Background: an optimization exercise with open tools, aiming at small area, a short achievable clock period and few clock cycles. Do not read the settings as production practice.
No functional check of the RTL was part of any run shown here.
Power and IR drop assume default switching activity.

File: design/flow/design.v
`timescale 1ns / 1ps
module seq_core(
    input              rst,    
    input              clk,
    output reg [(10)-1:0] pc,
    input  [(16)-1:0] instruction,
    output             read,
    output             write,
    output [(10)-1:0] address,
    input  [(32)-1:0] data_in,
    output [(32)-1:0] data_out,
    output             halted
);
integer k;
reg [31:0] rf [0:7];
reg [7:0]  rvalid;
reg [1:0]  bt_v;
reg [9:0]  bt_pc [0:1];
reg [9:0]  bt_tg [0:1];
reg        bt_victim;
reg        d_valid;
reg [9:0]  d_pc;
reg [1:0]  d_hit;
reg [15:0] d_ir;
reg        e_valid;
reg [9:0]  e_pc;
reg [1:0]  e_hit;
reg [7:0]  e_ir;
reg [2:0]  e_cc;
reg [31:0] A, B;
reg [7:0]  e_wen;
reg        e_halt, e_load, e_store, e_jmp, e_jmpr, e_jc, e_jrc;
reg        e_sub, e_and, e_or, e_inv, e_shl, e_shr, e_ashr;
reg        e_arith, e_logic, e_loadc;
reg        e_ntok, e_relok;    
reg        h_r;
reg        upd_r, upd_t;       
wire [31:0] sum  = A + (B ^ {32{e_sub}}) + {31'd0, e_sub};
wire [31:0] lres = {32{e_inv}} ^ (e_and ? (A & B) : e_or ? (A | B) : (A ^ B));
wire        sh_fill = e_ashr & A[31];
wire [63:0] sh_ext  = {{32{sh_fill}}, A};
wire [31:0] sh_r    = e_ir[5] ? {32{sh_fill}} : sh_ext[e_ir[4:0] +: 32];
reg  [31:0] sh_rev;
always @(*) for (k = 0; k < 32; k = k + 1) sh_rev[k] = sh_r[31-k];
wire [31:0] result = ({32{e_load}}  & data_in)
                   | ({32{e_loadc}} & {A[23:0], e_ir[7:0]})
                   | ({32{e_shr}}   & sh_r)
                   | ({32{e_shl}}   & sh_rev)
                   | ({32{e_logic}} & lres)
                   | ({32{e_arith}} & sum);
reg cond;
always @(*) begin
    case (e_cc)
        3'b000:  cond = A[31];
        3'b001:  cond = ~A[31];
        3'b010:  cond = (A == 32'd0);
        3'b011:  cond = (A != 32'd0);
        default: cond = 1'b0;
    endcase
end
wire       e_rel    = e_jmpr | e_jrc;
wire       taken    = e_jmp | e_jmpr | ((e_jc | e_jrc) & cond);
wire [9:0] e_pc1    = e_pc + 10'd1;
wire [9:0] e_pcrel  = e_pc + {4'd0, e_ir[5:0]};
wire [9:0] e_tgt    = e_rel ? e_pcrel : B[9:0];
wire       ok_t     = e_rel ? e_relok : (d_pc == B[9:0]);
wire       redirect = e_valid & (taken ? ~ok_t : ~e_ntok);
wire [9:0] r_tgt    = taken ? e_tgt : e_pc1;
wire       stop     = h_r | (e_valid & e_halt);
assign read     = e_valid & e_load;
assign write    = e_valid & e_store;
assign address  = A[9:0];
assign data_out = B;
assign halted   = stop;
wire [6:0] op      = d_ir[15:9];
wire       i_load  = (op[6:2] == 5'b00111);
wire       i_loadc = (op[6:2] == 5'b01000);
wire       i_store = (op[6:2] == 5'b01001);
wire       i_alu   = (op >= 7'd1) && (op <= 7'd10);
wire       i_shift = (op >= 7'd11) && (op <= 7'd13);
reg [2:0] aidx;
always @(*) begin
    if (i_load)                 aidx = d_ir[2:0];
    else if (i_loadc | i_store) aidx = d_ir[10:8];
    else if (i_alu)             aidx = d_ir[5:3];
    else                        aidx = d_ir[8:6];
end
wire [2:0] didx = (i_alu | i_shift) ? d_ir[8:6] : d_ir[10:8];
wire       we   = i_alu | i_shift | i_load | i_loadc;
wire [7:0] a1h  = (8'd1 << aidx) & rvalid;
wire [7:0] b1h  = (8'd1 << d_ir[2:0]) & rvalid;
wire       abyp = |((8'd1 << aidx) & e_wen);
wire       bbyp = |((8'd1 << d_ir[2:0]) & e_wen);
reg [31:0] ra, rb;
always @(*) begin
    ra = 32'd0;
    rb = 32'd0;
    for (k = 0; k < 8; k = k + 1) begin
        ra = ra | ({32{a1h[k]}} & rf[k]);
        rb = rb | ({32{b1h[k]}} & rf[k]);
    end
end
wire        i_shl = (op == 7'd13);
wire [31:0] a_in  = abyp ? result : ra;
reg  [31:0] a_rev;
always @(*) for (k = 0; k < 32; k = k + 1) a_rev[k] = a_in[31-k];
wire        go    = d_valid & ~redirect & ~stop;
wire       hit0   = bt_v[0] & (bt_pc[0] == pc);
wire       hit1   = bt_v[1] & (bt_pc[1] == pc);
wire [9:0] pc_inc = pc + 10'd1;
always @(posedge clk) begin
    for (k = 0; k < 8; k = k + 1)
        if (e_wen[k]) rf[k] <= result;
end
always @(posedge clk) begin
    d_pc    <= pc;
    d_hit   <= {hit1 & ~hit0, hit0};
    d_ir    <= instruction;
    if (~redirect) begin
        e_pc  <= d_pc;
        e_hit <= d_hit;
    end
    e_ntok  <= (pc == d_pc + 10'd1);
    e_relok <= (pc == d_pc + {4'd0, d_ir[5:0]});
    e_ir    <= d_ir[7:0];
    e_cc    <= d_ir[11:9];
    A       <= i_shl ? a_rev : a_in;
    B       <= bbyp ? result : rb;
    e_halt  <= (op == 7'h7f);
    e_load  <= i_load;
    e_store <= i_store;
    e_jmp   <= (op[6:3] == 4'b0101);
    e_jmpr  <= (op[6:3] == 4'b0110);
    e_jc    <= (op[6:3] == 4'b0111);
    e_jrc   <= (op[6:3] == 4'b1000);
    e_sub   <= (op == 7'd3) | (op == 7'd4);
    e_and   <= (op == 7'd5) | (op == 7'd8);
    e_or    <= (op == 7'd6) | (op == 7'd9);
    e_inv   <= (op == 7'd8) | (op == 7'd9) | (op == 7'd10);
    e_shl   <= i_shl;
    e_shr   <= (op == 7'd11) | (op == 7'd12);
    e_ashr  <= (op == 7'd12);
    e_arith <= (op >= 7'd1) && (op <= 7'd4);
    e_logic <= (op >= 7'd5) && (op <= 7'd10);
    e_loadc <= i_loadc;
    if (1'b0 == rst) begin
        pc        <= 10'd0;
        rvalid    <= 8'd0;
        bt_v      <= 2'd0;
        bt_victim <= 1'b0;
        d_valid   <= 1'b0;
        e_valid   <= 1'b0;
        e_wen     <= 8'd0;
        h_r       <= 1'b0;
        upd_r     <= 1'b0;
    end else begin
        rvalid  <= rvalid | e_wen;
        h_r     <= stop;
        d_valid <= ~redirect;
        e_valid <= go;
        e_wen   <= (go & we) ? (8'd1 << didx) : 8'd0;
        if (redirect)  pc <= r_tgt;
        else if (hit0) pc <= bt_tg[0];
        else if (hit1) pc <= bt_tg[1];
        else           pc <= pc_inc;
        upd_r <= redirect;
        upd_t <= taken;
        if (upd_r) begin
            if (upd_t) begin
                if (e_hit[0] | (~e_hit[1] & ~bt_victim)) begin
                    bt_v[0] <= 1'b1; bt_pc[0] <= e_pc; bt_tg[0] <= pc;
                end else begin
                    bt_v[1] <= 1'b1; bt_pc[1] <= e_pc; bt_tg[1] <= pc;
                end
                if (e_hit == 2'b00) bt_victim <= ~bt_victim;
            end else begin
                if (e_hit[0]) bt_v[0] <= 1'b0;
                if (e_hit[1]) bt_v[1] <= 1'b0;
            end
        end
    end
end
endmodule
File: design/flow/constraint.sdc
create_clock -name core_clock -period 8.5 [get_ports {clk}]
set_input_delay 1.7000 -clock core_clock [delete_from_list [all_inputs] [get_ports {clk}]]
set_output_delay 1.7000 -clock core_clock [all_outputs]
set_load 0.01 [all_outputs]
File: design/flow/config.mk
export PLATFORM = sky130hd
export DESIGN_NAME = seq_core
export DESIGN_NICKNAME = seq_core
export VERILOG_FILES = /design/flow/design.v
export SDC_FILE = /design/flow/constraint.sdc
export NUM_CORES = 4
export LEC_CHECK = 0
export CAP_MARGIN = 20
export CORE_MARGIN = 2
export CORE_UTILIZATION = 40
export PLACE_DENSITY = 0.6
export SETUP_SLACK_MARGIN = 5
export SLEW_MARGIN = 20
File: design/flow/run.sh
#!/bin/bash
# synth_recipe.tcl (not shown) runs the flow's synth.tcl, then flattens the netlist and writes it again
# the make line also repeats each setting of config.mk as NAME=value (left out here)
make -C /OpenROAD-flow-scripts/flow DESIGN_CONFIG=/design/flow/config.mk WORK_HOME=/design/flow/orfs CLKGATE_MAP_FILE= SYNTH_SCRIPT=/design/flow/synth_recipe.tcl finish
==> qor.csv, run 1 <==
stage;metric;value;unit
layout;most common cell after layout, fill and taps aside;edfxtp_1;
drt;drt drc;0;
synth;Seq cells post-synth;464;
job;MaxCap Viol Count;0;
place;Placer Congestion;0.971;
synth;number of flops mapped to enable cells by yosys;309;
worst_hold_path;HP Start;d_ir[3]$_DFF_P_;
sta;Slew HR;26.7;%
synth;cell count after synthesis;2655;
layout;filler instances;6102;
drt;Vias/cell;6.66;
floorplanning;core area;68300;sq um
setup_path;Setup crit start kind;flop;
setup_path;CP startpoint;e_sub$_DFF_P_;
clock_tree;TritonCTS buffer count;49;
outcome;outcome;complete, no violations;
setup_path;worst path arrival time;4.04;ns
sta;max-slew violations;0;
global_route;initial antenna violation count;4;
clock_tree;H-Tree Depth;2;
layout;share of layout cells above drive strength 1;18.4;%
floorplanning;Initial Util;40.3;%
floorplanning;Die Ht;266;um
floorplanning;Ports;105;
layout;most frequent cells in the layout;edfxtp_1, nand2_1, a21oi_1, nor2_1, inv_1;
layout;Core Util, Final;48.1;%
drt;WL per Instance;30.3;um
sta;# setup viols final;0;
clock_tree;CTS Sinks;464;
worst_hold_path;hold depth;0;
sta;unrepaired setup endpoints after global routing;yes;
global_route;GRT Resource Usage Total;30.6;%
global_route;global-route wire length before repair;161000;um
synth;mapped cell area;27500;sq um
clock_tree;CTS tree;built;
synth;Synth cell types;96;
sta;Max Fclk;282;MHz
setup_path;Crit Path Max Fanout;16;
synth;Avg Cell Area, Syn;10.4;sq um
synth;syn_nets;2817;
global_route;vias in the first global route;23500;
synth;post-synthesis async set-or-reset flop share;0;%
sta;Post-Route Setup TNS;0;ns
drt;DRT antenna net count;0;
setup_path;R2R depth;13;
clock_tree;maximum clock path buffer count;3;
floorplanning;die area;70900;sq um
clock_tree;hold_buf cts;0;
setup_path;cells traversed along the worst timing path;bufbuf_16 -> xor2_1 -> ha_1 -> a21oi_1 -> o21ai_0 -> a21oi_2 -> a31oi_4 -> buf_12 -> a2111oi_4 -> nor3_1 -> a211oi_4 -> a21oi_1 -> mux2_2;
power_and_ir_drop;power density cells;183;nW/um^2
sta;Final period util;41.7;%
layout;diode count;0;
sta;final hold vios;0;
worst_hold_path;Hold Path Class;reg2reg;
setup_path;Data required, critical path;8.99;ns
drt;final wirelength;111000;um
setup_path;Worst setup EP type;flop;
clock_tree;clk latency of the worst-skew pair;0.61;ns
layout;fin nets;2911;
power_and_ir_drop;Leak;12.0;nW
clock_tree;CTS root buf;clkbuf_16;
layout;Layout area overhead;19.6;%
global_route;grt ovf;0;
setup_path;Worst path slowest cell;dfxtp_4;
power_and_ir_drop;worst vdd ir;0.151;mV
synth;post-synthesis sequential area ratio;45.0;%
setup_path;CP max stage delay;0.38;ns
setup_path;Reg2Reg Launch Point;e_sub$_DFF_P_;
setup_path;CP dominant cell by count;a21oi_1;
floorplanning;DIE WIDTH;266;um
sta;Final min period;3.55;ns
clock_tree;clock-pin slew on the worst setup and hold paths;0.07;ns
floorplanning;# rows;96;
drt;Vias;24500;
place;Post-DP HPWL;68400;um
synth;yosys synthesis warning count;4;
drt;initial drt markers;3455;
setup_path;Crit Path Class;reg2reg;
sta;Post-Route Skew;0.0280;ns
global_route;pin count of the biggest net entering global routing;65;
sta;Worst Tran Pin Value;1.10;ns
place;number of I/O port buffers;104;
drt;drt pass-1 iters;6;
synth;Synth Flop Type;edfxtp_1;
[final cells by class]
class	instances	area (sq um)	area share [%]
Clock buffer	57	1350	4.10
Clock inverter	35	447	1.36
Inverter	128	484	1.47
Multi-Input combinational cell	1864	14500	44.1
Sequential cell	464	12500	38.0
Tap cell	882	1100	3.35
Timing Repair Buffer	242	2520	7.65
[path summary, 6_finish.rpt]
kind | endpoint | slack (ns)
worst min-delay path | e_ir[3]$_DFF_P_ | 0.40
worst max-delay path | A[30]$_DFF_P_ | 4.95
worst max register to register | A[30]$_DFF_P_ | 4.95
worst min register to register | e_ir[3]$_DFF_P_ | 0.40
[flip-flops by register name, indices dropped and copies added, names as in the netlist, 10 cells and up]
name	cells
e_pc	10
A	32
d_ir	16
bt_tg	20
pc	10
B	32
rf	256
d_pc	10
bt_pc	20
[metrics by stage]
stage	setup WS [ns]	hold slack, ns	instances	total power (W)	cell area, sq um
after floorplan	5.01	0.329	2655	0.00321	27500
after global placement	3.39	0.389	3488	0.00354	29200
after detailed placement	3.17	0.389	3489	0.00355	29300
after CTS	4.89	0.403	3638	0.00599	32400
after global routing	4.87	0.421	3672	0.00621	32900
final	4.95	0.400	3672	0.00603	32900
[logic make-up (layout without fill, tap and decap cells)]
kind of cell	Yosys count	after routing	share of synthesized area [%]
multiplexers	141	141	7.19
AO/OA/AOI/OAI	765	767	20.2
flip-flops	464	464	45.0
adder cells (fa/ha/maj)	112	112	5.18
XOR/XNOR	151	151	4.81
buffers and inverters	334	462	5.06
AND/OR/NAND/NOR	688	693	12.6
[timing repair]
item / in CTS / in global routing
endpoints found under the setup margin: 327 / 170
resized for setup: 157 / 65
hold endpoints to repair: 0 / 0
gates cloned: 15 / 1
setup buffers: 42 / 33
pin swaps: 26 / 32
[power breakdown]
part | switching, W | internal, W | total [W]
clock | 0.000951 | 0.00142 | 0.00237
combinational | 0.000554 | 0.000434 | 0.000988
sequential | 0.000187 | 0.00248 | 0.00267
total | 0.00169 | 0.00433 | 0.00603
[synthesized netlist by cell type, types with 21 or more instances]
master | count | share of area [%]
edfxtp_1 | 309 | 34
a21oi_1 | 170 | 3.1
nand2_1 | 168 | 2.3
dfxtp_1 | 155 | 11
nor2_1 | 153 | 2.1
clkbuf_1 | 134 | 1.8
inv_1 | 126 | 1.7
a22oi_1 | 117 | 3.2
ha_1 | 109 | 5.0
nand3_1 | 93 | 1.7
xnor2_1 | 83 | 2.6
o21ai_0 | 73 | 1.3
xor2_1 | 68 | 2.2
a221oi_1 | 67 | 2.1
nor3_1 | 58 | 1.1
mux2_2 | 53 | 2.2
a22o_1 | 50 | 1.6
mux2i_1 | 48 | 1.7
mux4_2 | 40 | 3.3
nand4_1 | 40 | 0.91
o211ai_1 | 36 | 0.98
a211oi_1 | 34 | 0.93
and3_1 | 33 | 0.75
a222oi_1 | 29 | 1.1
buf_2 | 29 | 0.53
nor2b_1 | 28 | 0.64
a31oi_1 | 27 | 0.61
buf_1 | 22 | 0.30
a21o_1 | 21 | 0.57
[worst max-delay path: cells and delay by family (launching register included)]
kind	cells	cell delay [ns]
buffers and inverters	2	0.46
adders and majority gates	1	0.38
and+or+nand+nor	1	0.16
AOI/OAI and AO/OA	7	1.57
DFF	1	0.38
muxes	1	0.29
xor gates and xnor gates	1	0.17
[layer usage]
metal	track usage (%)	routed length, um
met3	6.35	12900
met2	48.0	49600
met4	15.8	6570
met5	0	13
met1	39.9	42300
==> run 2, diff against run 1 <==
--- a/design/flow/design.v
+++ b/design/flow/design.v
@@ -28,5 +28,5 @@
 reg [7:0]  e_ir;
 reg [2:0]  e_cc;
-reg [31:0] A, B;
+reg [31:0] A, Bx;
 reg [7:0]  e_wen;
 reg        e_halt, e_load, e_store, e_jmp, e_jmpr, e_jc, e_jrc;
@@ -36,5 +36,20 @@
 reg        h_r;
 reg        upd_r, upd_t;       
-wire [31:0] sum  = A + (B ^ {32{e_sub}}) + {31'd0, e_sub};
+reg  [31:0] sum;
+reg  [31:0] pp, gg;
+integer j;
+always @(*) begin
+    pp = A ^ Bx;
+    gg = A & Bx;
+    gg[0] = gg[0] | (pp[0] & e_sub);
+    for (k = 0; k < 5; k = k + 1)
+        for (j = 0; j < 32; j = j + 1)
+            if (j & (1 << k)) begin
+                gg[j] = gg[j] | (pp[j] & gg[((j >> k) << k) - 1]);
+                pp[j] = pp[j] & pp[((j >> k) << k) - 1];
+            end
+    sum = A ^ Bx ^ {gg[30:0], e_sub};
+end
+wire [31:0] B    = Bx;    
 wire [31:0] lres = {32{e_inv}} ^ (e_and ? (A & B) : e_or ? (A | B) : (A ^ B));
 wire        sh_fill = e_ashr & A[31];
@@ -102,4 +117,5 @@
 end
 wire        i_shl = (op == 7'd13);
+wire        i_sub = (op == 7'd3) | (op == 7'd4);
 wire [31:0] a_in  = abyp ? result : ra;
 reg  [31:0] a_rev;
@@ -126,5 +142,5 @@
     e_cc    <= d_ir[11:9];
     A       <= i_shl ? a_rev : a_in;
-    B       <= bbyp ? result : rb;
+    Bx      <= (bbyp ? result : rb) ^ {32{i_sub}};
     e_halt  <= (op == 7'h7f);
     e_load  <= i_load;
@@ -134,5 +150,5 @@
     e_jc    <= (op[6:3] == 4'b0111);
     e_jrc   <= (op[6:3] == 4'b1000);
-    e_sub   <= (op == 7'd3) | (op == 7'd4);
+    e_sub   <= i_sub;
     e_and   <= (op == 7'd5) | (op == 7'd8);
     e_or    <= (op == 7'd6) | (op == 7'd9);
==> qor.csv, run 2 <==
stage;metric;value;unit
outcome;outcome;complete, no violations;
sta;Slew HR;25.4;%
synth;mapped cell area;26700;sq um
synth;Avg Cell Area, Syn;10.3;sq um
synth;cell count after synthesis;2586;
place;placed cell area;28600;sq um
drt;DRT antenna net count;0;
setup_path;cell family with most CP delay;compound AO/OA/AOI/OAI gates;
layout;fin nets;2845;
synth;Synth Flop Type;edfxtp_1;
sta;Final period util;45.3;%
sta;Worst Tran Pin Value;1.11;ns
global_route;vias in the first global route;23200;
setup_path;Data required, critical path;9.02;ns
setup_path;Crit Path Max Fanout;2;
synth;yosys synthesis warning count;4;
floorplanning;die area;68900;sq um
floorplanning;Die Ht;262;um
global_route;gr busiest metal;met2;
layout;most frequent cells in the layout;edfxtp_1, nor2_1, nand2_1, inv_1, buf_4;
drt;initial drt markers;3650;
global_route;initial antenna violation count;1;
sta;unrepaired setup endpoints after global routing;yes;
global_route;pin count of the biggest net entering global routing;65;
synth;largest cells by area after synthesis;edfxtp_1, dfxtp_1, ha_1;
setup_path;Crit Path Class;reg2reg;
sta;# setup viols final;0;
sta;Post-Route Setup TNS;0;ns
synth;post-synthesis sequential area ratio;46.4;%
setup_path;Setup crit start kind;flop;
drt;Vias/cell;6.65;
clock_tree;CTS root buf;clkbuf_16;
global_route;grt ovf;0;
setup_path;cells traversed along the worst timing path;fa_2 -> inv_2 -> fa_2 -> nand2b_4 -> a21oi_4 -> nand2b_4 -> a21o_1 -> a21o_1 -> fa_2 -> a222oi_1 -> o2111ai_4 -> nor2_2 -> a41oi_2 -> mux2_4;
layout;biggest regs;rf: 256 flops, A: 32 flops, Bx: 32 flops;
global_route;GR Util met2;48.1;%
sta;max-slew violations;0;
power_and_ir_drop;worst vdd ir;0.158;mV
drt;WL per Instance;30.9;um
clock_tree;H-Tree Depth;2;
floorplanning;DIE WIDTH;262;um
layout;filler instances;5925;
global_route;global-route wire length before repair;160000;um
global_route;met3 usage;7.79;%
place;Placer Congestion;1.01;
sta;Post-Route Skew;0.0382;ns
layout;Design Area, Final;32700;sq um
synth;post-synthesis async set-or-reset flop share;0;%
synth;Seq cells post-synth;464;
floorplanning;core area;66000;sq um
setup_path;worst path buffer plus inverter count;1;
synth;number of flops mapped to enable cells by yosys;309;
drt;Vias;24000;
power_and_ir_drop;Leak;11.9;nW
layout;number of flip-flops in the largest register;256;
layout;Largest Register;rf;
setup_path;Worst setup EP type;flop;
clock_tree;CTS tree;built;
floorplanning;# rows;94;
power_and_ir_drop;power density cells;180;nW/um^2
synth;most numerous cell in the Yosys netlist;edfxtp_1;
clock_tree;clock-pin slew on the worst setup and hold paths;0.06;ns
synth;commonest cells in the netlist;edfxtp_1, nor2_1, nand2_1;
floorplanning;Ports;105;
floorplanning;Initial Util;40.5;%
layout;most common cell after layout, fill and taps aside;edfxtp_1;
worst_hold_path;Hold Path Class;reg2reg;
drt;drt pass-1 iters;8;
synth;Synth cell types;90;
setup_path;CP dominant cell by count;fa_2;
setup_path;CP max stage delay;0.73;ns
drt;final wirelength;112000;um
setup_path;Worst path slowest cell;a222oi_1;
layout;Layout area overhead;22.4;%
drt;drt drc;0;
clock_tree;TritonCTS buffer count;51;
synth;Synth top area share;34.7;%
synth;syn_nets;2723;
layout;share of layout cells above drive strength 1;20.2;%
clock_tree;clk latency of the worst-skew pair;0.64;ns
synth;area leader, netlist;edfxtp_1;
sta;Final min period;3.85;ns
setup_path;worst path arrival time;4.37;ns
layout;diode count;0;
clock_tree;CTS Sinks;464;
sta;final hold vios;0;
clock_tree;maximum clock path buffer count;3;
place;number of I/O port buffers;104;
sta;Max Fclk;260;MHz
global_route;met1 usage;40.2;%
place;Post-DP HPWL;71400;um
job;MaxCap Viol Count;0;
global_route;GRT Resource Usage Total;31.0;%
run 2: changes by cell type in the layout (fill, tap and decap cells not counted), moves of 15 or more:
cell | previous run | this run
ha_1 | 102 | 77
xnor2_1 | 83 | 105
xor2_1 | 67 | 41
buf_6 | 7 | 27
a221oi_1 | 61 | 42
mux2_2 | 52 | 17
a21oi_1 | 155 | 101
o21ai_0 | 70 | 85
run 2: through the flow:
step                util [%]  hold slack (ns)  cells  total power (W)  setup slack [ns]
floorplan                  -            0.326   2586          0.00314              5.03
global placement        43.4            0.394   3427          0.00347              3.39
detailed placement      43.4            0.400   3428          0.00348              3.45
CTS                     47.8            0.415   3561          0.00581              4.79
global route            49.6            0.421   3615          0.00606              4.61
finish                  49.6            0.415   3615          0.00589              4.65
run 2: metal layers:
metal,part of all wire [%],vias up
met5,0,-
met4,5.7,0
met3,12,378
met2,45,1804
met1,38,11700
li1,-,10100
run 2: area by class of cell:
| class | instances | area (sq um) | share of cell area, % |
|---|---|---|---|
| clock buffer | 73 | 1490 | 4.54 |
| clock inverter | 23 | 259 | 0.792 |
| timing repair buffer | 270 | 2700 | 8.25 |
| multi-input combinational | 1788 | 14200 | 43.3 |
| inverter | 133 | 514 | 1.57 |
| tap | 864 | 1080 | 3.31 |
| sequential | 464 | 12500 | 38.2 |
run 2: where the power goes:
group	switching, W	internal [W]
logic	0.000575	0.000426
registers	0.000141	0.00247
clock network	0.000959	0.00132
run 2: what timing repair did:
action	CTS	global route
hold endpoints to repair	0	0
resized for setup	216	145
pin swaps	43	63
setup buffers	34	50
hold buffers	0	0
endpoints found under the setup margin	339	188
gates cloned	3	4
run 2: worst paths after layout:
| path | start | end | slack, ns | cells past startpoint |
|---|---|---|---|---|
| hold / removal | d_hit[0]$_DFF_P_ | e_hit[0]$_DFFE_PN_ | 0.41 | 0 |
| setup / recovery | A[0]$_DFF_P_ | A[23]$_DFF_P_ | 4.65 | 14 |
| hold reg to reg | d_hit[0]$_DFF_P_ | e_hit[0]$_DFFE_PN_ | 0.41 | 0 |
| setup reg to reg | A[0]$_DFF_P_ | A[23]$_DFF_P_ | 4.65 | 14 |
run 2: kinds of logic after synthesis:
group	count (synthesis)	synth area share, %
AO/OA/AOI/OAI	751	20.4
XOR/XNOR	150	4.92
adder cells (fa/ha/maj)	87	4.30
buffers and inverters	334	5.08
flip-flops	464	46.4
multiplexers	132	6.87
AND/OR/NAND/NOR	668	12.1

-- static timing again, ports no longer ideal --
The flow's constraints put no driver on any port. The routed layouts listed below were extracted and timed again, unchanged, in two steps. Step 1 sets driving cells, clkbuf_16 on the clock port and buf_2 on the other inputs (assumed; they add their load-dependent delay and slew). Step 2 adds t to the input delays and takes it off the output delays; t is the mean of the earliest and latest rising clock arrival at the registers after step 1. Input paths then give back, and output paths get back, about the clock's delay inside the block. Slacks: ideal ports / drivers / drivers and shift; pairs: ideal ports / drivers.
run | shift t [ns] | setup slack, ns | hold slack, ns | clock arrival spread, ns | slew at the worst register clock pin (ns)
run 1 | 0.670 | 4.953 / 4.953 / 4.439 | 0.400 / 0.400 / 0.400 | 0.030 / 0.030 | 0.08 / 0.08
run 2 | 0.680 | 4.650 / 4.650 / 4.378 | 0.415 / 0.415 / 0.415 | 0.038 / 0.039 | 0.06 / 0.06
After both steps every run listed still meets setup and hold. The setup slack of run 1, which loses most, moves by 0.000 ns with the drivers and by -0.514 ns with both steps.
